From an optimization exercise on the open Yosys and OpenROAD flow, aimed at small area; shortcuts taken in it are not production practice.
Only simulation tests tie the RTL to the original design; equivalence was not proved.
The clock port is modelled as an ideal driver; clocking choices that lean on that would not hold on a real chip.
Power figures rest on the tool's default switching activity, not on a simulated workload.

## flow/standard.sh

```bash
#!/bin/bash
# synth_recipe.tcl (not shown) runs the flow's synth.tcl, then flattens the netlist and writes it again
# the make line also repeats each setting of config.mk as NAME=value (left out here)
make -C /OpenROAD-flow-scripts/flow DESIGN_CONFIG=/design/flow/config.mk WORK_HOME=/design/flow/orfs CLKGATE_MAP_FILE= SYNTH_SCRIPT=/design/flow/synth_recipe.tcl "${@:-finish}"
```

## flow/constraint.sdc

```tcl
create_clock -name core_clock -period 20.0 [get_ports {clk}]
set_input_delay 4.0000 -clock core_clock [delete_from_list [all_inputs] [get_ports {clk}]]
set_output_delay 4.0000 -clock core_clock [all_outputs]
set_load 0.01 [all_outputs]
```

## flow/flow/run.sh

```bash
#!/bin/bash
# Own layout flow: the standard synthesis, then the combinational logic between the
# (unchanged) registers is mapped again with an area-oriented ABC script, then the standard flow's
# standard layout steps from that netlist on. Each tool's output goes to its own log here.
set -euo pipefail
W=$(pwd)
F=$W/flow
R=$W/orfs/results/$FLOW_PLATFORM/top_ps2/base
LIB=$FLOW_HOME/platforms/$FLOW_PLATFORM/lib/sky130_fd_sc_hd__tt_025C_1v80.lib
YOSYS=$FLOW_HOME/../tools/install/yosys/bin/yosys
[ -x "$YOSYS" ] || YOSYS=yosys

bash standard.sh "$R/1_2_yosys.v" > synth_standard.log 2>&1
cp "$R/1_2_yosys.v" netlist_standard.v

# 2. map the logic between the registers again (registers kept as black boxes)
DONT_USE=$(sed -n '/DONT_USE_CELLS += /,/^#/p' "$FLOW_HOME/platforms/$FLOW_PLATFORM/config.mk" \
  | grep -o 'sky130_fd_sc_hd__[a-z0-9_]*' | sed 's/^/-dont_use /' | tr '\n' ' ')
cat > remap.ys <<EOY
read_liberty -ignore_miss_func $LIB
read_verilog netlist_standard.v
hierarchy -top $FLOW_TOP
blackbox sky130_fd_sc_hd__dfxtp_1
flatten
opt -purge
abc -liberty $LIB $DONT_USE -script $F/remap.abc
opt_clean -purge
splitnets
opt_clean -purge
hilomap -singleton -hicell sky130_fd_sc_hd__conb_1 HI -locell sky130_fd_sc_hd__conb_1 LO
insbuf -buf sky130_fd_sc_hd__buf_4 A X
stat -liberty $LIB
write_verilog -noattr -nohex -nodec netlist_remapped.v
EOY
"$YOSYS" -l remap.log -q -s remap.ys
cp netlist_remapped.v "$R/1_2_yosys.v"
touch "$R/1_2_yosys.v"

# 3. the standard layout steps on the remapped netlist
source "$F/layout_env.sh"
bash standard.sh finish > layout.log 2>&1
```

## flow/flow/layout_env.sh

```bash
export CTS_ARGS="-sink_clustering_enable -repair_clock_nets -dont_use_dummy_load -buf_list {sky130_fd_sc_hd__clkbuf_4 sky130_fd_sc_hd__clkbuf_2}"
# Port buffers: the smallest buffer (the ports are lightly loaded).
export BUFFER_PORTS_ARGS="-buffer_cell sky130_fd_sc_hd__buf_1"
```

## flow/flow/remap.abc

```
strash
dch -f
amap
topo
stime -c
```

## flow/design.v

```verilog
module top_ps2(input wire clk, input wire rst, input wire ps2_clk, input wire ps2_data,
           output wire ascii_new, output wire [6:0] ascii_code);
    reg break_code, control_l, control_r, e0_code_n, kb_dc_cnt_0, kb_dc_cnt_1, kb_dc_cnt_2__n, kb_dc_cnt_3, kb_dc_cnt_4__n, kb_dc_cnt_5, kb_dc_cnt_6__n, kb_dc_cnt_7__n, kb_dc_cnt_8, kb_dc_flipflops_0, kb_dc_flipflops_1, kb_dc_result, kb_dc_sync_ff_n, kb_dd_cnt_0, kb_dd_cnt_1, kb_dd_cnt_2__n, kb_dd_cnt_3, kb_dd_cnt_4__n, kb_dd_cnt_5__n, kb_dd_cnt_6, kb_dd_cnt_7__n, kb_dd_cnt_8, kb_dd_flipflops_0, kb_dd_flipflops_1, kb_dd_result_n, kb_dd_sync_ff_n, kb_idle_0, kb_idle_1, kb_idle_10__n, kb_idle_11__n, kb_idle_2, kb_idle_3, kb_idle_4, kb_idle_5, kb_idle_6, kb_idle_7, kb_idle_8, kb_idle_9, kb_parity, kb_ps2_word_0__n, kb_ps2_word_1, kb_ps2_word_10, kb_ps2_word_2, kb_ps2_word_3, kb_ps2_word_4, kb_ps2_word_5, kb_ps2_word_6, kb_ps2_word_7__n, kb_ps2_word_8, kb_ps2_word_9__n, kb_tail, shift_l, shift_r;
    wire n101, n106, n111, n116, n121, n126, n131, n136, n141, n146, n151, n156, n161, n166, n171, n176, n181, n186, n191, n196, n201, n206, n211, n216, n221, n226, n231, n236, n241, n246, n251, n256, n26, n261, n266, n271, n276, n281, n286, n291, n296, n301, n306, n31, n36, n41, n46, n51, n56, n61, n66, n71, n76, n81, n86, n91, n96, new_n184, new_n185, new_n186_1, new_n187, new_n188, new_n189, new_n191_1, new_n192, new_n193, new_n194, new_n195, new_n196_1, new_n197, new_n198, new_n199, new_n200, new_n201_1, new_n202, new_n203, new_n204, new_n205, new_n206_1, new_n207, new_n208, new_n209, new_n210, new_n211_1, new_n212, new_n213, new_n214, new_n215, new_n216_1, new_n217, new_n218, new_n219, new_n220, new_n221_1, new_n222, new_n223, new_n224, new_n225, new_n226_1, new_n227, new_n228, new_n229, new_n230, new_n231_1, new_n232, new_n233, new_n234, new_n235, new_n236_1, new_n237, new_n238, new_n239, new_n240, new_n241_1, new_n242, new_n243, new_n244, new_n245, new_n246_1, new_n247, new_n248, new_n249, new_n250, new_n251_1, new_n252, new_n253, new_n254, new_n255, new_n256_1, new_n257, new_n258, new_n259, new_n260, new_n261_1, new_n262, new_n263, new_n264, new_n265, new_n266_1, new_n267, new_n268, new_n269, new_n270, new_n271_1, new_n273, new_n274, new_n275, new_n276_1, new_n277, new_n278, new_n279, new_n280, new_n281_1, new_n282, new_n283, new_n284, new_n286_1, new_n287, new_n288, new_n289, new_n290, new_n291_1, new_n292, new_n293, new_n294, new_n295, new_n296_1, new_n297, new_n298, new_n299, new_n300, new_n301_1, new_n302, new_n303, new_n304, new_n305, new_n306_1, new_n307, new_n308, new_n309, new_n310, new_n311, new_n312, new_n313, new_n314, new_n315, new_n316, new_n317, new_n318, new_n319, new_n320, new_n321, new_n322, new_n323, new_n324, new_n325, new_n326, new_n327, new_n328, new_n329, new_n330, new_n331, new_n332, new_n333, new_n334, new_n336, new_n337, new_n338, new_n339, new_n340, new_n341, new_n342, new_n343, new_n344, new_n345, new_n346, new_n347, new_n348, new_n349, new_n350, new_n351, new_n352, new_n353, new_n354, new_n355, new_n356, new_n357, new_n358, new_n360, new_n361, new_n362, new_n363, new_n364, new_n365, new_n366, new_n367, new_n368, new_n369, new_n370, new_n371, new_n372, new_n373, new_n374, new_n375, new_n376, new_n377, new_n378, new_n379, new_n380, new_n381, new_n382, new_n384, new_n385, new_n386, new_n387, new_n388, new_n389, new_n390, new_n391, new_n392, new_n393, new_n394, new_n395, new_n396, new_n397, new_n400, new_n401, new_n402, new_n403, new_n404, new_n405, new_n406, new_n407, new_n408, new_n409, new_n410, new_n411, new_n412, new_n413, new_n414, new_n415, new_n416, new_n417, new_n418, new_n419, new_n421, new_n422, new_n423, new_n425, new_n426, new_n427, new_n428, new_n429, new_n430, new_n431, new_n432, new_n433, new_n435, new_n436, new_n437, new_n438, new_n440, new_n441, new_n442, new_n443, new_n444, new_n445, new_n446, new_n447, new_n448, new_n449, new_n451, new_n452, new_n453, new_n454, new_n456, new_n457, new_n458, new_n460, new_n461, new_n462, new_n463, new_n464, new_n465, new_n466, new_n471, new_n472, new_n481, new_n482, new_n483, new_n485, new_n486, new_n487, new_n488, new_n489, new_n490, new_n491, new_n496, new_n497, new_n506, new_n507, new_n508, new_n509, new_n510, new_n511, new_n512, new_n513, new_n515, new_n516, new_n517, new_n518, new_n520, new_n521, new_n523, new_n524, new_n526, new_n527, new_n529, new_n530, new_n532, new_n533, new_n535, new_n536, new_n538, new_n539, new_n541, new_n542, new_n544, new_n545, new_n547, new_n548, new_n550, new_n551, new_n552, new_n553, new_n554, new_n555, new_n556, new_n557, new_n559, new_n560, new_n561, new_n562, new_n563, new_n564, new_n565, new_n566, new_n567, new_n568, new_n569, new_n570, new_n571, new_n572, new_n573, new_n574, new_n575, new_n576, new_n577, new_n578, new_n579, new_n580, new_n581, new_n582, new_n583, new_n584, new_n585, new_n586, new_n587, new_n588, new_n589, new_n590, new_n591, new_n592, new_n593, new_n594, new_n595;
    assign new_n184 = ~kb_idle_2 & ~kb_idle_4;
    assign new_n185 = ~kb_idle_6 & ~kb_idle_0;
    assign new_n186_1 = new_n184 & new_n185;
    assign new_n187 = ~kb_idle_1 & ~kb_idle_3;
    assign new_n188 = ~kb_idle_5 & new_n187;
    assign new_n189 = new_n186_1 & new_n188;
    assign ascii_new = kb_tail & new_n189;
    assign new_n191_1 = ~kb_dc_result & ~kb_ps2_word_5;
    assign new_n192 = kb_dc_result & ~kb_ps2_word_6;
    assign new_n193 = ~new_n191_1 & ~new_n192;
    assign new_n194 = ~kb_dc_result & ~kb_ps2_word_6;
    assign new_n195 = kb_dc_result & kb_ps2_word_7__n;
    assign new_n196_1 = ~new_n194 & ~new_n195;
    assign new_n197 = new_n193 & new_n196_1;
    assign new_n198 = ~kb_dc_result & ~kb_ps2_word_1;
    assign new_n199 = kb_dc_result & ~kb_ps2_word_2;
    assign new_n200 = ~new_n198 & ~new_n199;
    assign new_n201_1 = ~kb_dc_result & ~kb_ps2_word_2;
    assign new_n202 = kb_dc_result & ~kb_ps2_word_3;
    assign new_n203 = ~new_n201_1 & ~new_n202;
    assign new_n204 = ~control_r & ~control_l;
    assign new_n205 = ~kb_dc_result & ~kb_ps2_word_4;
    assign new_n206_1 = kb_dc_result & ~kb_ps2_word_5;
    assign new_n207 = ~new_n205 & ~new_n206_1;
    assign new_n208 = new_n200 & new_n203;
    assign new_n209 = ~shift_r & ~shift_l;
    assign new_n210 = new_n204 & new_n209;
    assign new_n211_1 = new_n208 & new_n210;
    assign new_n212 = new_n207 & new_n211_1;
    assign new_n213 = new_n196_1 & ~new_n210;
    assign new_n214 = ~kb_dc_result & ~kb_ps2_word_3;
    assign new_n215 = kb_dc_result & ~kb_ps2_word_4;
    assign new_n216_1 = ~new_n214 & ~new_n215;
    assign new_n217 = ~kb_dc_result & kb_ps2_word_0__n;
    assign new_n218 = kb_dc_result & ~kb_ps2_word_1;
    assign new_n219 = ~new_n217 & ~new_n218;
    assign new_n220 = new_n203 & new_n219;
    assign new_n221_1 = ~new_n207 & new_n220;
    assign new_n222 = new_n196_1 & new_n207;
    assign new_n223 = ~new_n203 & new_n222;
    assign new_n224 = ~new_n193 & new_n208;
    assign new_n225 = ~new_n223 & ~new_n224;
    assign new_n226_1 = ~new_n221_1 & new_n225;
    assign new_n227 = ~new_n216_1 & ~new_n226_1;
    assign new_n228 = ~new_n213 & new_n227;
    assign new_n229 = ~new_n200 & ~new_n210;
    assign new_n230 = new_n196_1 & ~new_n229;
    assign new_n231_1 = new_n216_1 & new_n230;
    assign new_n232 = ~new_n228 & ~new_n231_1;
    assign new_n233 = ~new_n207 & ~new_n219;
    assign new_n234 = new_n203 & ~new_n210;
    assign new_n235 = new_n233 & ~new_n234;
    assign new_n236_1 = ~new_n232 & new_n235;
    assign new_n237 = ~new_n212 & ~new_n236_1;
    assign new_n238 = new_n204 & ~new_n237;
    assign new_n239 = ~new_n200 & ~new_n203;
    assign new_n240 = ~new_n200 & new_n221_1;
    assign new_n241_1 = ~new_n200 & ~new_n219;
    assign new_n242 = new_n193 & ~new_n241_1;
    assign new_n243 = new_n203 & new_n242;
    assign new_n244 = ~new_n240 & new_n243;
    assign new_n245 = ~new_n239 & ~new_n244;
    assign new_n246_1 = new_n216_1 & ~new_n245;
    assign new_n247 = new_n204 & ~new_n246_1;
    assign new_n248 = new_n237 & ~new_n247;
    assign new_n249 = new_n216_1 & ~new_n219;
    assign new_n250 = new_n200 & ~new_n219;
    assign new_n251_1 = ~new_n249 & ~new_n250;
    assign new_n252 = new_n196_1 & ~new_n200;
    assign new_n253 = ~new_n222 & ~new_n252;
    assign new_n254 = ~new_n251_1 & ~new_n253;
    assign new_n255 = ~new_n193 & ~new_n196_1;
    assign new_n256_1 = ~new_n207 & new_n255;
    assign new_n257 = ~new_n200 & new_n256_1;
    assign new_n258 = ~new_n254 & ~new_n257;
    assign new_n259 = ~new_n216_1 & new_n219;
    assign new_n260 = ~new_n249 & ~new_n259;
    assign new_n261_1 = new_n252 & ~new_n260;
    assign new_n262 = new_n200 & ~new_n216_1;
    assign new_n263 = ~new_n196_1 & new_n262;
    assign new_n264 = ~new_n261_1 & ~new_n263;
    assign new_n265 = ~new_n193 & ~new_n264;
    assign new_n266_1 = ~new_n207 & ~new_n216_1;
    assign new_n267 = new_n203 & ~new_n241_1;
    assign new_n268 = new_n266_1 & new_n267;
    assign new_n269 = ~new_n265 & ~new_n268;
    assign new_n270 = new_n258 & new_n269;
    assign new_n271_1 = ~new_n248 & new_n270;
    assign ascii_code[6] = ~new_n238 & new_n271_1;
    assign new_n273 = new_n207 & new_n213;
    assign new_n274 = ascii_code[6] & new_n273;
    assign new_n275 = ~new_n193 & new_n216_1;
    assign new_n276_1 = new_n233 & new_n275;
    assign new_n277 = ~new_n234 & new_n276_1;
    assign new_n278 = ~new_n227 & ~new_n277;
    assign new_n279 = ~new_n246_1 & new_n278;
    assign new_n280 = ~new_n196_1 & new_n208;
    assign new_n281_1 = new_n207 & ~new_n210;
    assign new_n282 = new_n280 & ~new_n281_1;
    assign new_n283 = ~new_n261_1 & ~new_n282;
    assign new_n284 = new_n279 & new_n283;
    assign ascii_code[5] = ~(~new_n274 & new_n284);
    assign new_n286_1 = new_n210 & ~new_n275;
    assign new_n287 = ascii_code[5] & new_n286_1;
    assign new_n288 = ~new_n200 & new_n216_1;
    assign new_n289 = ~new_n196_1 & new_n207;
    assign new_n290 = ~new_n255 & ~new_n289;
    assign new_n291_1 = new_n288 & new_n290;
    assign new_n292 = ~new_n219 & new_n222;
    assign new_n293 = new_n259 & new_n289;
    assign new_n294 = ~new_n292 & ~new_n293;
    assign new_n295 = ~new_n291_1 & new_n294;
    assign new_n296_1 = ~new_n287 & new_n295;
    assign new_n297 = new_n203 & ~new_n296_1;
    assign new_n298 = new_n207 & new_n216_1;
    assign new_n299 = ~new_n193 & ~new_n219;
    assign new_n300 = new_n298 & ~new_n299;
    assign new_n301_1 = ~new_n242 & new_n300;
    assign new_n302 = new_n193 & ~new_n233;
    assign new_n303 = ~new_n230 & ~new_n302;
    assign new_n304 = ~new_n197 & ~new_n303;
    assign new_n305 = new_n203 & new_n237;
    assign new_n306_1 = ~new_n304 & ~new_n305;
    assign new_n307 = ~new_n301_1 & ~new_n306_1;
    assign new_n308 = ~new_n297 & new_n307;
    assign new_n309 = new_n193 & new_n308;
    assign new_n310 = ~new_n200 & ~new_n309;
    assign new_n311 = ~new_n197 & ~new_n310;
    assign new_n312 = new_n207 & ~new_n301_1;
    assign new_n313 = ~new_n311 & new_n312;
    assign new_n314 = ~new_n193 & ~new_n216_1;
    assign new_n315 = ~ascii_code[5] & new_n314;
    assign new_n316 = new_n193 & ~new_n207;
    assign new_n317 = ~new_n216_1 & new_n239;
    assign new_n318 = ~new_n280 & ~new_n317;
    assign new_n319 = new_n316 & ~new_n318;
    assign new_n320 = new_n193 & ~new_n208;
    assign new_n321 = ~new_n266_1 & ~new_n320;
    assign new_n322 = ~new_n219 & ~new_n321;
    assign new_n323 = ~new_n267 & ~new_n298;
    assign new_n324 = ~new_n266_1 & ~new_n323;
    assign new_n325 = new_n322 & new_n324;
    assign new_n326 = ~new_n319 & ~new_n325;
    assign new_n327 = new_n232 & ~new_n251_1;
    assign new_n328 = new_n213 & new_n227;
    assign new_n329 = new_n219 & ~new_n255;
    assign new_n330 = ~new_n223 & new_n329;
    assign new_n331 = ~new_n328 & new_n330;
    assign new_n332 = ~new_n327 & ~new_n331;
    assign new_n333 = new_n326 & ~new_n332;
    assign new_n334 = ~new_n315 & new_n333;
    assign ascii_code[0] = ~(~new_n313 & new_n334);
    assign new_n336 = new_n211_1 & ~new_n279;
    assign new_n337 = new_n216_1 & ~new_n281_1;
    assign new_n338 = new_n208 & ~new_n337;
    assign new_n339 = ~new_n234 & new_n259;
    assign new_n340 = ~new_n221_1 & ~new_n339;
    assign new_n341 = ~new_n338 & new_n340;
    assign new_n342 = ~new_n326 & new_n341;
    assign new_n343 = ~new_n220 & new_n288;
    assign new_n344 = ~new_n203 & ~new_n219;
    assign new_n345 = new_n266_1 & new_n344;
    assign new_n346 = ~new_n259 & ~new_n345;
    assign new_n347 = ~new_n239 & ~new_n346;
    assign new_n348 = ~new_n343 & ~new_n347;
    assign new_n349 = ~new_n196_1 & ~new_n348;
    assign new_n350 = ~new_n193 & ~new_n341;
    assign new_n351 = ~new_n196_1 & ~new_n241_1;
    assign new_n352 = new_n200 & new_n219;
    assign new_n353 = ~new_n298 & ~new_n316;
    assign new_n354 = ~new_n352 & new_n353;
    assign new_n355 = ~new_n351 & ~new_n354;
    assign new_n356 = ~new_n350 & ~new_n355;
    assign new_n357 = ~new_n349 & new_n356;
    assign new_n358 = ~new_n342 & new_n357;
    assign ascii_code[1] = ~new_n336 & new_n358;
    assign new_n360 = new_n200 & new_n210;
    assign new_n361 = new_n256_1 & ~new_n360;
    assign new_n362 = ~new_n290 & ~new_n361;
    assign new_n363 = new_n200 & ~new_n362;
    assign new_n364 = ~new_n322 & ~new_n363;
    assign new_n365 = ~new_n262 & ~new_n364;
    assign new_n366 = new_n193 & new_n207;
    assign new_n367 = new_n208 & ~new_n216_1;
    assign new_n368 = new_n366 & new_n367;
    assign new_n369 = ~new_n207 & new_n352;
    assign new_n370 = ~new_n368 & ~new_n369;
    assign new_n371 = ~new_n196_1 & ~new_n370;
    assign new_n372 = new_n203 & ~new_n219;
    assign new_n373 = new_n210 & new_n222;
    assign new_n374 = ~new_n372 & new_n373;
    assign new_n375 = new_n203 & new_n266_1;
    assign new_n376 = new_n320 & new_n375;
    assign new_n377 = new_n239 & ~new_n316;
    assign new_n378 = new_n220 & new_n298;
    assign new_n379 = ~new_n377 & ~new_n378;
    assign new_n380 = ~new_n376 & new_n379;
    assign new_n381 = ~new_n374 & new_n380;
    assign new_n382 = ~new_n371 & new_n381;
    assign ascii_code[2] = ~(~new_n365 & new_n382);
    assign new_n384 = new_n262 & new_n344;
    assign new_n385 = new_n275 & new_n344;
    assign new_n386 = ~new_n196_1 & ~new_n385;
    assign new_n387 = ~new_n240 & ~new_n386;
    assign new_n388 = ~new_n328 & ~new_n387;
    assign new_n389 = ~new_n384 & ~new_n388;
    assign new_n390 = ~new_n276_1 & ~new_n368;
    assign new_n391 = ~new_n210 & ~new_n390;
    assign new_n392 = ~new_n216_1 & ~new_n219;
    assign new_n393 = ~new_n288 & new_n366;
    assign new_n394 = ~new_n392 & new_n393;
    assign new_n395 = ~new_n345 & ~new_n361;
    assign new_n396 = ~new_n394 & new_n395;
    assign new_n397 = ~new_n391 & new_n396;
    assign ascii_code[3] = ~(~new_n389 & new_n397);
    assign ascii_code[4] = ~(new_n308 & ~new_n391);
    assign new_n400 = kb_idle_10__n & kb_idle_11__n;
    assign new_n401 = kb_dc_result & kb_idle_1;
    assign new_n402 = kb_idle_3 & kb_idle_5;
    assign new_n403 = new_n401 & new_n402;
    assign new_n404 = new_n400 & new_n403;
    assign new_n405 = kb_idle_7 & ~kb_idle_8;
    assign new_n406 = kb_idle_9 & new_n405;
    assign new_n407 = new_n186_1 & new_n406;
    assign new_n408 = new_n404 & new_n407;
    assign new_n409 = kb_parity & kb_ps2_word_0__n;
    assign new_n410 = kb_ps2_word_10 & new_n409;
    assign new_n411 = new_n408 & new_n410;
    assign new_n412 = ~rst & ~new_n411;
    assign new_n413 = ~rst & kb_ps2_word_8;
    assign new_n414 = ~new_n219 & new_n413;
    assign new_n415 = new_n197 & new_n414;
    assign new_n416 = new_n317 & new_n415;
    assign new_n417 = ~new_n412 & ~new_n416;
    assign new_n418 = new_n207 & new_n411;
    assign new_n419 = ~break_code & ~new_n418;
    assign n26 = ~new_n417 & ~new_n419;
    assign new_n421 = ~e0_code_n & ~new_n417;
    assign new_n422 = ~kb_ps2_word_5 & new_n411;
    assign new_n423 = new_n416 & new_n422;
    assign n31 = ~new_n421 & ~new_n423;
    assign new_n425 = new_n255 & ~new_n324;
    assign new_n426 = ~kb_ps2_word_8 & new_n411;
    assign new_n427 = new_n207 & new_n426;
    assign new_n428 = new_n425 & new_n427;
    assign new_n429 = new_n203 & new_n428;
    assign new_n430 = ~e0_code_n & new_n429;
    assign new_n431 = break_code & new_n430;
    assign new_n432 = ~control_r & ~new_n430;
    assign new_n433 = ~rst & ~new_n432;
    assign n36 = ~new_n431 & new_n433;
    assign new_n435 = e0_code_n & new_n429;
    assign new_n436 = break_code & new_n435;
    assign new_n437 = ~control_l & ~new_n435;
    assign new_n438 = ~rst & ~new_n437;
    assign n41 = ~new_n436 & new_n438;
    assign new_n440 = ~kb_ps2_word_2 & ~kb_ps2_word_6;
    assign new_n441 = ~kb_ps2_word_7__n & ~new_n440;
    assign new_n442 = new_n207 & new_n441;
    assign new_n443 = new_n269 & ~new_n442;
    assign new_n444 = new_n216_1 & new_n223;
    assign new_n445 = new_n426 & new_n444;
    assign new_n446 = new_n443 & new_n445;
    assign new_n447 = break_code & new_n446;
    assign new_n448 = ~shift_r & ~new_n446;
    assign new_n449 = ~rst & ~new_n448;
    assign n46 = ~new_n447 & new_n449;
    assign new_n451 = new_n250 & new_n428;
    assign new_n452 = break_code & new_n451;
    assign new_n453 = ~shift_l & ~new_n451;
    assign new_n454 = ~rst & ~new_n453;
    assign n51 = ~new_n452 & new_n454;
    assign new_n456 = ~kb_dd_flipflops_0 & ~kb_dd_flipflops_1;
    assign new_n457 = kb_dd_flipflops_0 & kb_dd_flipflops_1;
    assign new_n458 = ~new_n456 & ~new_n457;
    assign n91 = ~kb_dd_cnt_2__n & ~new_n458;
    assign new_n460 = ~kb_dd_cnt_1 & ~kb_dd_cnt_8;
    assign new_n461 = ~kb_dd_cnt_3 & kb_dd_cnt_5__n;
    assign new_n462 = new_n460 & new_n461;
    assign new_n463 = n91 & new_n462;
    assign new_n464 = ~kb_dd_flipflops_1 & new_n463;
    assign new_n465 = kb_dd_result_n & ~new_n463;
    assign new_n466 = ~rst & ~new_n465;
    assign n56 = ~(~new_n464 & new_n466);
    assign n61 = ~(~rst & ps2_data);
    assign n66 = ~rst & ~kb_dd_sync_ff_n;
    assign n71 = ~rst & kb_dd_flipflops_0;
    assign new_n471 = kb_dd_cnt_1 & kb_dd_cnt_8;
    assign new_n472 = ~new_n460 & ~new_n471;
    assign n76 = ~new_n458 & new_n472;
    assign n81 = ~(~kb_dd_cnt_0 & ~new_n458);
    assign n86 = ~kb_dd_cnt_1 & ~new_n458;
    assign n96 = ~kb_dd_cnt_3 & ~new_n458;
    assign n101 = kb_dd_cnt_4__n & ~new_n458;
    assign n106 = ~kb_dd_cnt_5__n & ~new_n458;
    assign n111 = ~kb_dd_cnt_6 & ~new_n458;
    assign n116 = ~kb_dd_cnt_7__n & ~new_n458;
    assign new_n481 = ~kb_dc_flipflops_0 & ~kb_dc_flipflops_1;
    assign new_n482 = kb_dc_flipflops_0 & kb_dc_flipflops_1;
    assign new_n483 = ~new_n481 & ~new_n482;
    assign n156 = ~kb_dc_cnt_2__n & ~new_n483;
    assign new_n485 = ~kb_dc_cnt_1 & ~kb_dc_cnt_8;
    assign new_n486 = ~kb_dc_cnt_3 & ~kb_dc_cnt_5;
    assign new_n487 = new_n485 & new_n486;
    assign new_n488 = n156 & new_n487;
    assign new_n489 = ~kb_dc_flipflops_1 & new_n488;
    assign new_n490 = ~kb_dc_result & ~new_n488;
    assign new_n491 = ~rst & ~new_n490;
    assign n121 = ~new_n489 & new_n491;
    assign n126 = ~(~rst & ps2_clk);
    assign n131 = ~rst & ~kb_dc_sync_ff_n;
    assign n136 = ~rst & kb_dc_flipflops_0;
    assign new_n496 = kb_dc_cnt_1 & kb_dc_cnt_8;
    assign new_n497 = ~new_n485 & ~new_n496;
    assign n141 = ~new_n483 & new_n497;
    assign n146 = ~(~kb_dc_cnt_0 & ~new_n483);
    assign n151 = ~kb_dc_cnt_1 & ~new_n483;
    assign n161 = ~kb_dc_cnt_3 & ~new_n483;
    assign n166 = ~(kb_dc_cnt_4__n & ~new_n483);
    assign n171 = ~(kb_dc_cnt_5 & ~new_n483);
    assign n176 = kb_dc_cnt_6__n & ~new_n483;
    assign n181 = ~kb_dc_cnt_7__n & ~new_n483;
    assign new_n506 = kb_dc_result & new_n489;
    assign new_n507 = kb_ps2_word_1 & ~kb_ps2_word_10;
    assign new_n508 = ~kb_ps2_word_1 & kb_ps2_word_10;
    assign new_n509 = ~new_n507 & ~new_n508;
    assign new_n510 = new_n506 & ~new_n509;
    assign new_n511 = kb_parity & new_n510;
    assign new_n512 = ~kb_parity & ~new_n510;
    assign new_n513 = ~rst & ~new_n512;
    assign n186 = ~new_n511 & new_n513;
    assign new_n515 = ~rst & ~new_n506;
    assign new_n516 = ~kb_ps2_word_0__n & new_n515;
    assign new_n517 = ~rst & new_n506;
    assign new_n518 = kb_ps2_word_1 & new_n517;
    assign n191 = ~new_n516 & ~new_n518;
    assign new_n520 = kb_ps2_word_1 & new_n515;
    assign new_n521 = kb_ps2_word_2 & new_n517;
    assign n196 = ~(~new_n520 & ~new_n521);
    assign new_n523 = kb_ps2_word_2 & new_n515;
    assign new_n524 = kb_ps2_word_3 & new_n517;
    assign n201 = ~(~new_n523 & ~new_n524);
    assign new_n526 = kb_ps2_word_3 & new_n515;
    assign new_n527 = kb_ps2_word_4 & new_n517;
    assign n206 = ~(~new_n526 & ~new_n527);
    assign new_n529 = kb_ps2_word_4 & new_n515;
    assign new_n530 = kb_ps2_word_5 & new_n517;
    assign n211 = ~(~new_n529 & ~new_n530);
    assign new_n532 = kb_ps2_word_5 & new_n515;
    assign new_n533 = kb_ps2_word_6 & new_n517;
    assign n216 = ~(~new_n532 & ~new_n533);
    assign new_n535 = kb_ps2_word_6 & new_n515;
    assign new_n536 = ~kb_ps2_word_7__n & new_n517;
    assign n221 = ~(~new_n535 & ~new_n536);
    assign new_n538 = ~kb_ps2_word_7__n & new_n515;
    assign new_n539 = kb_ps2_word_8 & new_n517;
    assign n226 = ~new_n538 & ~new_n539;
    assign new_n541 = ~kb_ps2_word_9__n & new_n517;
    assign new_n542 = kb_ps2_word_8 & new_n515;
    assign n231 = ~(~new_n541 & ~new_n542);
    assign new_n544 = ~kb_ps2_word_9__n & new_n515;
    assign new_n545 = kb_ps2_word_10 & new_n517;
    assign n236 = ~new_n544 & ~new_n545;
    assign new_n547 = ~n56 & new_n506;
    assign new_n548 = kb_ps2_word_10 & new_n515;
    assign n241 = ~(~new_n547 & ~new_n548);
    assign new_n550 = ~kb_dc_result & kb_idle_0;
    assign new_n551 = kb_tail & ~new_n550;
    assign new_n552 = ~new_n408 & ~new_n551;
    assign new_n553 = ~kb_idle_7 & ~kb_idle_8;
    assign new_n554 = ~kb_idle_9 & kb_idle_10__n;
    assign new_n555 = new_n553 & new_n554;
    assign new_n556 = new_n189 & new_n555;
    assign new_n557 = ~rst & ~new_n556;
    assign n246 = ~new_n552 & new_n557;
    assign new_n559 = ~new_n246_1 & ~new_n256_1;
    assign new_n560 = new_n443 & new_n559;
    assign new_n561 = ~new_n204 & ~new_n301_1;
    assign new_n562 = ~new_n560 & new_n561;
    assign new_n563 = ~kb_ps2_word_4 & ~new_n203;
    assign new_n564 = new_n258 & ~new_n563;
    assign new_n565 = ~new_n203 & ~new_n258;
    assign new_n566 = kb_ps2_word_5 & ~kb_ps2_word_6;
    assign new_n567 = ~new_n565 & new_n566;
    assign new_n568 = ~new_n564 & new_n567;
    assign new_n569 = ~e0_code_n & new_n207;
    assign new_n570 = new_n239 & new_n569;
    assign new_n571 = new_n197 & ~new_n367;
    assign new_n572 = ~new_n570 & new_n571;
    assign new_n573 = new_n219 & ~new_n298;
    assign new_n574 = new_n239 & ~new_n573;
    assign new_n575 = new_n200 & new_n220;
    assign new_n576 = ~break_code & ~new_n575;
    assign new_n577 = ~new_n574 & new_n576;
    assign new_n578 = new_n426 & new_n577;
    assign new_n579 = ~new_n572 & new_n578;
    assign new_n580 = ~new_n425 & new_n579;
    assign new_n581 = ~new_n568 & new_n580;
    assign new_n582 = ~new_n562 & new_n581;
    assign new_n583 = new_n408 & ~new_n582;
    assign new_n584 = kb_tail & kb_idle_0;
    assign new_n585 = ~kb_idle_10__n & ~kb_idle_11__n;
    assign new_n586 = ~new_n400 & ~new_n585;
    assign new_n587 = kb_idle_3 & ~kb_idle_9;
    assign new_n588 = ~kb_idle_3 & kb_idle_9;
    assign new_n589 = ~new_n587 & ~new_n588;
    assign new_n590 = new_n586 & new_n589;
    assign new_n591 = ~new_n586 & ~new_n589;
    assign new_n592 = kb_dc_result & ~new_n591;
    assign new_n593 = ~new_n590 & new_n592;
    assign new_n594 = ~kb_tail & ~new_n593;
    assign new_n595 = ~new_n584 & ~new_n594;
    assign n306 = ~(~new_n583 & new_n595);
    assign n296 = ~kb_idle_9;
    assign n251 = kb_idle_0;
    assign n256 = kb_idle_1;
    assign n261 = kb_idle_2;
    assign n266 = kb_idle_3;
    assign n271 = kb_idle_4;
    assign n276 = kb_idle_5;
    assign n281 = kb_idle_6;
    assign n286 = kb_idle_7;
    assign n291 = kb_idle_8;
    assign n301 = kb_idle_10__n;
    always @(posedge clk) begin
        break_code <= n26;
        e0_code_n <= n31;
        control_r <= n36;
        control_l <= n41;
        shift_r <= n46;
        shift_l <= n51;
        kb_dd_result_n <= n56;
        kb_dd_sync_ff_n <= n61;
        kb_dd_flipflops_0 <= n66;
        kb_dd_flipflops_1 <= n71;
        kb_dd_cnt_0 <= n76;
        kb_dd_cnt_1 <= n81;
        kb_dd_cnt_2__n <= n86;
        kb_dd_cnt_3 <= n91;
        kb_dd_cnt_4__n <= n96;
        kb_dd_cnt_5__n <= n101;
        kb_dd_cnt_6 <= n106;
        kb_dd_cnt_7__n <= n111;
        kb_dd_cnt_8 <= n116;
        kb_dc_result <= n121;
        kb_dc_sync_ff_n <= n126;
        kb_dc_flipflops_0 <= n131;
        kb_dc_flipflops_1 <= n136;
        kb_dc_cnt_0 <= n141;
        kb_dc_cnt_1 <= n146;
        kb_dc_cnt_2__n <= n151;
        kb_dc_cnt_3 <= n156;
        kb_dc_cnt_4__n <= n161;
        kb_dc_cnt_5 <= n166;
        kb_dc_cnt_6__n <= n171;
        kb_dc_cnt_7__n <= n176;
        kb_dc_cnt_8 <= n181;
        kb_parity <= n186;
        kb_ps2_word_0__n <= n191;
        kb_ps2_word_1 <= n196;
        kb_ps2_word_2 <= n201;
        kb_ps2_word_3 <= n206;
        kb_ps2_word_4 <= n211;
        kb_ps2_word_5 <= n216;
        kb_ps2_word_6 <= n221;
        kb_ps2_word_7__n <= n226;
        kb_ps2_word_8 <= n231;
        kb_ps2_word_9__n <= n236;
        kb_ps2_word_10 <= n241;
        kb_tail <= n246;
        kb_idle_1 <= n251;
        kb_idle_2 <= n256;
        kb_idle_3 <= n261;
        kb_idle_4 <= n266;
        kb_idle_5 <= n271;
        kb_idle_6 <= n276;
        kb_idle_7 <= n281;
        kb_idle_8 <= n286;
        kb_idle_9 <= n291;
        kb_idle_10__n <= n296;
        kb_idle_11__n <= n301;
        kb_idle_0 <= n306;
    end
endmodule
```

## flow/config.mk

```make
export PLATFORM = sky130hd
export DESIGN_NAME = top_ps2
export DESIGN_NICKNAME = top_ps2
export VERILOG_FILES = /design/flow/design.v
export SDC_FILE = /design/flow/constraint.sdc
export NUM_CORES = 4
export LEC_CHECK = 0
export ABC_AREA = 1
export CAP_MARGIN = 20
export CORE_MARGIN = 2
export CORE_UTILIZATION = 40
export GPL_TIMING_DRIVEN = 0
export PLACE_DENSITY = 0.6
export SLEW_MARGIN = 20
```

==> reports/results.ini, run 1 <==
[outcome]
status = finished clean

[grt]
overflow = 0
first_global_vias = 2130
grtUsageTotal_pct = 19.3
grt_pass1_wl_um = 9910
antenna_found_initial = 0
grt_max_degree = 15

[finish]
fill_cells = 610
finalInstanceArea_um2 = 2660
num_antenna_cells = 0
area_growth_syn_to_layout_pct = 8.47
finalNetCount = 334
drive_gt1_share_pct = 3.05

[detailed_routing]
wl_per_cell_um = 14.8
drcViolationCount = 0
drt-initial-drc-count = 176
via_count = 2384
wl_um = 5970
via_per_inst = 5.92
ant_nets = 0
dr.pass1.iters = 5

[worst_setup_path]
reg2reg_depth = 10
crit_slowest_cell = o22ai_1
crit_top_cell = nor2_1
path_max_fanout = 14
worstPathRequired_ns = 16.00
r2r-start = kb_dc_result
critPathLaunchType = flop
crit_arrival_ns = 5.81
crit_chain = clkinv_1 > o22ai_1 > clkinv_1 > nand2_1 > nor2_1 > a222oi_1 > o22a_1 > o32ai_1 > o2111a_1 > nand3_1 > o311ai_0 > a2111oi_0 > o221ai_1 > nor2_1 > nor2_1 > nor2_1 > o21ai_0 > buf_1
reg2reg_setup_slack_ns = 16.02
path_class = reg -> out
endpoint_kind = output pin
critPathLaunch = kb_dc_result
crit_path_max_incr_delay_ns = 0.77
r2r_end = kb_idle_0

[pwr]
leakagePower_uw = 0.000886
combinationalPowerShare_pct = 9.1
powerDensity_nw_per_um2 = 76.9
ir_drop_mv = 0.0439
intPower_uw = 154
swShare_pct = 24.8
power_switching_uw = 50.7
seqPwrFrac_pct = 63.9
pwr-share-clk_pct = 27.0

[sta]
finalCritPeriodShare_pct = 49.1
slew_violations = 0
setup_viol = 0
fin_ws_ns = 10.19
maxSlewHeadroom_pct = 32.3
min_period_ns = 9.81
max_freq_ghz = 0.102
finalSetupTns_ns = 0
rsz0062_at_grt = false
hold_viol_final = 0
clock_skew_ns = 0.0192
tightest_slew_ns = 1.02

[logic_synthesis]
synthCells = 307
avgSynthCellArea_um2 = 7.99
synth_nets = 311
yosysWarningCount = 1
synthesis.area_um2 = 2450

[clock_tree]
clkTransAtPathRegs_ns = 0.08
numCtsBuffers = 9
holdBufCountCts = 0
htree_levels = 3
cts_resized = 0
clk_latency_ns = 0.38
root_buffer = clkbuf_4
cts_tree = done
clock_path_buffers = 2
cts_sinks = 57
post_cts_buffers = 0

[worst_hold_path]
min-delay-start = kb_idle_2
min_to = kb_idle_3
hp-class = reg -> reg
whs_path_depth = 0

[floorplanning]
coreArea_um2 = 5920
fp-row-count = 28
die_x_um = 82.3
dieArea_um2 = 6770
ios = 12
dieHeight_um = 82.3
initial_core_util_pct = 41.4

[placement]
dpl_cell_area_um2 = 2590
place_hpwl_um = 4190
gp_congestion = 0.936
post-place-ws_ns = 10.70
numPortBuffers = 11

[flow_run]
max_cap_violations = 0

==> stage by stage <==
step	std cells	hold slack, ns	power, uW	util, %
after detailed placement	393	0.336	152	43.7
after floorplan	307	0.323	146	-
after CTS	402	0.359	207	44.8
after global routing	403	0.368	217	44.9
final	403	0.355	205	44.9
after global placement	393	0.331	152	43.7
==> layout make-up <==
type	instances	area, um^2	area share [%]
clock buffer	9	67.6	2.54
inverter	30	113	4.23
multi-input combinational	220	1200	45.1
sequential	57	1140	42.9
tap	75	93.8	3.53
timing repair buffer	12	46.3	1.74
==> per-layer routing <==
| layer | global-route usage [%] | part of all wire (%) | vias up |
|---|---|---|---|
| met5 | 0 | 0 | - |
| li1 | - | - | 1175 |
| met4 | 7.33 | 1.5 | 0 |
| met2 | 27.6 | 43 | 113 |
| met3 | 8.91 | 8.6 | 18 |
| met1 | 25.3 | 47 | 1078 |
==> power by group through the flow <==
stage / Sequential [uW] / Combinational [uW] / Clock, uW
global placement: 133 / 18.3 / 0
floorplan: 132 / 14.3 / 0
finish: 131 / 18.6 / 55.3
CTS: 131 / 18.7 / 57.9
global route: 132 / 21.9 / 63.3
detailed placement: 133 / 18.6 / 0
==> how the worst max path moves through the flow <==
stage	endpoint	slack, ns
detailed placement	ascii_code[0]	10.70
CTS	ascii_code[0]	10.22
global placement	ascii_code[0]	10.49
finish	ascii_code[0]	10.19
floorplan	ascii_code[0]	11.83
global route	ascii_code[0]	9.76
==> placed cells by master (no fill, tap or decap), types with 5 or more instances in the layout <==
cell type / instances
a211oi_1: 9
a21oi_1: 13
buf_1: 11
clkbuf_4: 9
clkinv_1: 30
dfxtp_1: 57
nand2_1: 17
nand3_1: 6
nor2_1: 72
nor2b_1: 5
nor3_1: 9
o21ai_0: 19
o22a_1: 5
o22ai_1: 18
==> critical path: cells and delay by family (launching register included) <==
kind | cells | cell delay (ns)
buf+inv | 3 | 1.14
flops | 1 | 0.52
compound gates | 9 | 3.01
simple gates | 6 | 0.77
==> inputs of run 2 (changes only) <==
--- a/flow/flow/layout_env.sh
+++ b/flow/flow/layout_env.sh
@@ -3 +3,4 @@
 export BUFFER_PORTS_ARGS="-buffer_cell sky130_fd_sc_hd__buf_1"
+export PRE_CTS_TCL=$PWD/flow/pre_cts.tcl
+export OWN_CLKBUF=sky130_fd_sc_hd__clkbuf_8
+export OWN_CLK_GROUPS=3
==> flow/flow/pre_cts.tcl (new file) <==
set block [ord::get_db_block]
set db [ord::get_db]
set master [$db findMaster $::env(OWN_CLKBUF)]
set ngroups $::env(OWN_CLK_GROUPS)
set clknet [$block findNet clk]
set pins {}
foreach iterm [$clknet getITerms] {
  if {[[$iterm getMTerm] getName] == "CLK"} {
    set bb [[$iterm getInst] getBBox]
    lappend pins [list $iterm [expr {([$bb xMin] + [$bb xMax]) / 2}] [expr {([$bb yMin] + [$bb yMax]) / 2}]]
  }
}
proc split_groups {pins n axis} {
  if {$n <= 1} { return [list $pins] }
  set sorted [lsort -integer -index $axis $pins]
  set h [expr {$n / 2}]
  set cut [expr {[llength $sorted] * $h / $n}]
  set other [expr {$axis == 1 ? 2 : 1}]
  return [concat [split_groups [lrange $sorted 0 [expr {$cut - 1}]] $h $other] \
                 [split_groups [lrange $sorted $cut end] [expr {$n - $h}] $other]]
}
set skip {clk}
set g 0
foreach grp [split_groups $pins $ngroups 1] {
  set net [odb::dbNet_create $block "clk_leaf$g"]
  $net setSigType CLOCK
  set xs 0; set ys 0
  foreach p $grp {
    set it [lindex $p 0]
    $it disconnect
    $it connect $net
    incr xs [lindex $p 1]; incr ys [lindex $p 2]
  }
  set n [llength $grp]
  set buf [odb::dbInst_create $block $master "clkleaf_buf$g"]
  [$buf findITerm A] connect $clknet
  [$buf findITerm X] connect $net
  $buf setLocation [expr {$xs / $n}] [expr {$ys / $n}]
  $buf setPlacementStatus PLACED
  puts "pre_cts: clk_leaf$g drives $n clock pins"
  lappend skip "clk_leaf$g"
  incr g
}
global_connect
set_cts_config -skip_nets $skip
==> reports/results.ini, run 2 <==
[clock_tree]
holdBufCountCts = 0
clkTransAtPathRegs_ns = 0.11
cts_resized = 0
post_cts_buffers = 0
clk_latency_ns = 0.17

[sta]
maxSlewHeadroom_pct = 26.3
tightest_slew_ns = 1.10
rsz0062_at_grt = false
finalCritPeriodShare_pct = 48.9
max_freq_ghz = 0.102
hold_viol_final = 0
min_period_ns = 9.78
setup_viol = 0
finalSetupTns_ns = 0
clock_skew_ns = 0.00676
slew_violations = 0

[finish]
final_cells = 396
final_cell_mix = 72 x nor2_1, 57 x dfxtp_1, 30 x clkinv_1, 19 x o21ai_0, 18 x o22ai_1
utilization_pct = 44.4
fill_cells = 607
drive_gt1_share_pct = 0.935
layout_commonest_cell = nor2_1
area_growth_syn_to_layout_pct = 7.19
finalInstanceArea_um2 = 2630
finalNetCount = 327
num_antenna_cells = 0

[floorplanning]
ios = 12
initial_core_util_pct = 41.4
fp-row-count = 28
dieHeight_um = 82.3
dieArea_um2 = 6770
die_x_um = 82.3
coreArea_um2 = 5920

[detailed_routing]
dr.pass1.iters = 5
via_per_inst = 5.95
drt-initial-drc-count = 166
ant_nets = 0
via_count = 2358
drcViolationCount = 0
wl_um = 5870
wl_per_cell_um = 14.8

[worst_setup_path]
path_class = reg -> out
crit_path_max_incr_delay_ns = 0.94
critPathLaunchType = flop
crit_top_cell = nor2_1
crit_chain = clkinv_1 > o22ai_1 > clkinv_1 > nor2_1 > clkinv_1 > nor2_1 > a222oi_1 > o22a_1 > o32ai_1 > o21ai_0 > o2111a_1 > nand3_1 > o311ai_0 > a2111oi_0 > o221ai_1 > nor2_1 > nor2_1 > nor2_1 > o21ai_0 > buf_1
crit_slowest_cell = o22ai_1
endpoint_kind = output pin
path_max_fanout = 12
crit_arrival_ns = 5.78
worstPathRequired_ns = 16.00

[pwr]
intPower_uw = 147
power_switching_uw = 44.1
seqPwrFrac_pct = 68.4
swShare_pct = 23.0
powerDensity_nw_per_um2 = 72.7
combinationalPowerShare_pct = 9.8
pwr-share-clk_pct = 21.8
ir_drop_mv = 0.0534
leakagePower_uw = 0.000861

[grt]
grt_pass1_wl_um = 9780
first_global_vias = 2076
overflow = 0
grt_max_degree = 20
antenna_found_initial = 0
grtUsageTotal_pct = 17.6

[placement]
numPortBuffers = 11
dpl_cell_area_um2 = 2590
place_hpwl_um = 4190
dp_cells = 393
gp_congestion = 0.936

[flow_run]
max_cap_violations = 0

[logic_synthesis]
synth_nets = 311
synthCells = 307
yosysWarningCount = 1
synthesis.area_um2 = 2450
avgSynthCellArea_um2 = 7.99

[worst_hold_path]
hp-class = reg -> reg

[outcome]
status = finished clean

## run 2: changes by cell type in the layout (fill, tap and decap cells not counted), sizes merged
cell    before  now
clkbuf      10    3
## run 2: per-stage QoR
step           power, uW  worst slack [ns]  hold slack [ns]
2_1_floorplan        146             11.83            0.323
3_3_place_gp         152             10.49            0.331
3_5_place_dp         152             10.70            0.336
4_1_cts              183             10.64            0.345
5_1_grt              202              9.84            0.372
6_report             191             10.22            0.360
## run 2: area by class of cell
type	count	area [um^2]	share of cell area, %
buffer	3	41.3	1.57
inverter	30	113	4.28
multi-input combinational	220	1200	45.6
sequential	57	1140	43.4
tap	75	93.8	3.57
timing repair buffer	11	41.3	1.57
## run 2: power groups by stage
stage          sequential [uW]  combinational [uW]  clock (uW)
2_1_floorplan              132                14.3           0
3_3_place_gp               133                18.3           0
3_5_place_dp               133                18.6           0
4_1_cts                    133                18.7        31.1
5_1_grt                    132                22.0        47.7
6_report                   131                18.7        41.7
## run 2: layer usage
| metal | GRT usage [%] | vias up | routed length, um | part of all wire [%] |
|---|---|---|---|---|
| met3 | 2.17 | 10 | 525 | 8.9 |
| met5 | 0 | - | 0 | 0 |
| met4 | 3.50 | 0 | 75 | 1.3 |
| li1 | - | 1153 | - | - |
| met1 | 26.1 | 1072 | 2710 | 46 |
| met2 | 27.3 | 123 | 2550 | 44 |
## run 2: path summary, 6_finish.rpt
path                 from            end  slack (ns)  depth (start not counted)
max          kb_dc_result  ascii_code[0]       10.22                         20
max reg2reg  kb_dc_result      kb_idle_0       15.64                         12
min reg2reg     kb_idle_2      kb_idle_3        0.36                          0
min             kb_idle_2      kb_idle_3        0.36                          0
## run 2: worst max-delay path: cells and delay by family (launching register included)
kind / cells / cell delay (ns)
AOI/OAI and AO/OA: 10 / 3.00
buffers and inverters: 4 / 1.17
and+or+nand+nor: 6 / 0.92
DFF: 1 / 0.54
==> inputs of run 3 (changes only) <==
==> flow/flow/layout_env.sh (replaced) <==
# Settings for the layout steps after synthesis.
# Clock: before CTS, flow/pre_cts.tcl splits the register clock pins into three
# groups by position, each behind one clkbuf_8 that the clock port drives, and
# tells TritonCTS to leave those nets alone.
export PRE_CTS_TCL=$PWD/flow/pre_cts.tcl
export OWN_CLKBUF=sky130_fd_sc_hd__clkbuf_8
export OWN_CLK_GROUPS=3
# (CTS options, used only if TritonCTS has a net to build: small buffers, no dummy loads.)
export CTS_ARGS="-sink_clustering_enable -repair_clock_nets -dont_use_dummy_load -buf_list {sky130_fd_sc_hd__clkbuf_4 sky130_fd_sc_hd__clkbuf_2}"
# Port buffers: the smallest buffer (the ports are lightly loaded).
export BUFFER_PORTS_ARGS="-buffer_cell sky130_fd_sc_hd__buf_1"
==> reports/results.ini, run 3 <==
[outcome]
status = finished clean

[detailed_routing]
via_per_inst = 5.95
drt-initial-drc-count = 166
via_count = 2358
dr.pass1.iters = 5
ant_nets = 0
drcViolationCount = 0
wl_um = 5870
wl_per_cell_um = 14.8

[logic_synthesis]
yosysWarningCount = 1
avgSynthCellArea_um2 = 7.99
synth_nets = 311
synthCells = 307
synthesis.area_um2 = 2450

[grt]
first_global_vias = 2076
grt_max_degree = 20
overflow = 0
grt_pass1_wl_um = 9780
antenna_found_initial = 0
grtUsageTotal_pct = 17.6

[sta]
setup_viol = 0
slew_violations = 0
max_freq_ghz = 0.102
clock_skew_ns = 0.00676
maxSlewHeadroom_pct = 26.3
hold_viol_final = 0
finalSetupTns_ns = 0
rsz0062_at_grt = false
finalCritPeriodShare_pct = 48.9
min_period_ns = 9.78
tightest_slew_ns = 1.10

[finish]
area_growth_syn_to_layout_pct = 7.19
layout_commonest_cell = nor2_1
drive_gt1_share_pct = 0.935
finalInstanceArea_um2 = 2630
fill_cells = 607
num_antenna_cells = 0
final_cell_mix = 72 x nor2_1, 57 x dfxtp_1, 30 x clkinv_1, 19 x o21ai_0, 18 x o22ai_1
finalNetCount = 327

[floorplanning]
fp-row-count = 28
die_x_um = 82.3
coreArea_um2 = 5920
initial_core_util_pct = 41.4
ios = 12
dieHeight_um = 82.3
dieArea_um2 = 6770

[pwr]
leakagePower_uw = 0.000861
ir_drop_mv = 0.0534
powerDensity_nw_per_um2 = 72.7

[worst_setup_path]
reg2reg_depth = 12
crit_arrival_ns = 5.78
critPathLaunchType = flop
path_class = reg -> out
endpoint_kind = output pin
worstPathRequired_ns = 16.00
path_max_fanout = 12

[flow_run]
max_cap_violations = 0

[placement]
dpl_cell_area_um2 = 2590
gp_congestion = 0.936
place_hpwl_um = 4190
numPortBuffers = 11

[clock_tree]
cts_resized = 0
clk_latency_ns = 0.17
holdBufCountCts = 0
post_cts_buffers = 0
clkTransAtPathRegs_ns = 0.11

[worst_hold_path]
whs_path_depth = 0
hp-class = reg -> reg

-- run 3: worst paths after layout --
| check | start | end | slack (ns) |
|---|---|---|---|
| worst max register to register | kb_dc_result | kb_idle_0 | 15.64 |
| worst max-delay path | kb_dc_result | ascii_code[0] | 10.22 |
| worst min-delay path | kb_idle_2 | kb_idle_3 | 0.36 |
| worst min register to register | kb_idle_2 | kb_idle_3 | 0.36 |
-- run 3: layout make-up --
| type | instances | area, um^2 | share of cell area [%] |
|---|---|---|---|
| inverters | 30 | 113 | 4.28 |
| plain buffers | 3 | 41.3 | 1.57 |
| well taps | 75 | 93.8 | 3.57 |
| multi-input cells | 220 | 1200 | 45.6 |
| flip-flops and latches | 57 | 1140 | 43.4 |
| repair buffers | 11 | 41.3 | 1.57 |
-- run 3: per-layer routing --
| layer | wire (um) | GRT usage (%) |
|---|---|---|
| met5 | 0 | 0 |
| met4 | 75 | 3.50 |
| met3 | 525 | 2.17 |
| met2 | 2550 | 27.3 |
| met1 | 2710 | 26.1 |
-- run 3: report_power, final --
group          internal, uW  leakage [uW]  switching [uW]
Sequential              126      0.000468            5.08
Clock                  14.0     0.0000216            27.7
Combinational          7.46      0.000372            11.3
Total                   147      0.000861            44.1
-- run 3: critical path, cell delays in order, from the launching register on --
cell	delay, ns
dfxtp_1	0.54
clkinv_1	0.37
o22ai_1	0.94
clkinv_1	0.48
nor2_1	0.30
clkinv_1	0.18
nor2_1	0.25
a222oi_1	0.18
o22a_1	0.27
o32ai_1	0.23
o21ai_0	0.14
o2111a_1	0.16
nand3_1	0.09
o311ai_0	0.25
a2111oi_0	0.54
o221ai_1	0.20
nor2_1	0.14
nor2_1	0.05
nor2_1	0.09
o21ai_0	0.09
buf_1	0.14
-- run 3: metrics by stage --
step / hold slack, ns / setup slack [ns] / util [%] / cells / total power, uW
2_1_floorplan: 0.323 / 11.83 / - / 307 / 146
3_3_place_gp: 0.331 / 10.49 / 43.7 / 393 / 152
3_5_place_dp: 0.336 / 10.70 / 43.7 / 393 / 152
4_1_cts: 0.345 / 10.64 / 44.4 / 396 / 183
5_1_grt: 0.372 / 9.84 / 44.4 / 396 / 202
6_report: 0.360 / 10.22 / 44.4 / 396 / 191

-- what the ideal ports hide --
The flow's constraints put no driver on any port. The routed layouts listed below were extracted and timed again, unchanged, in two steps.
Step 1, drivers: a clkbuf_16 drives clk and a buf_2 each remaining input, both assumed.
Step 2 adds t to the input delays and takes it off the output delays; t is the mean of the earliest and latest rising clock arrival at the registers after step 1. Input paths then give back, and output paths get back, about the clock's delay inside the block.
a / b / c = ideal / step 1 / step 2; a / b = the first two.
run | t (ns) | setup WS [ns] | cell pins on the clock port's net
run 1 | 0.398 | 10.189 / 10.161 / 10.559 | 1
run 2 | 0.210 | 10.221 / 10.174 / 10.384 | 3
run 3 | 0.210 | 10.221 / 10.174 / 10.384 | 3
After both steps setup and hold are still met in every run listed.
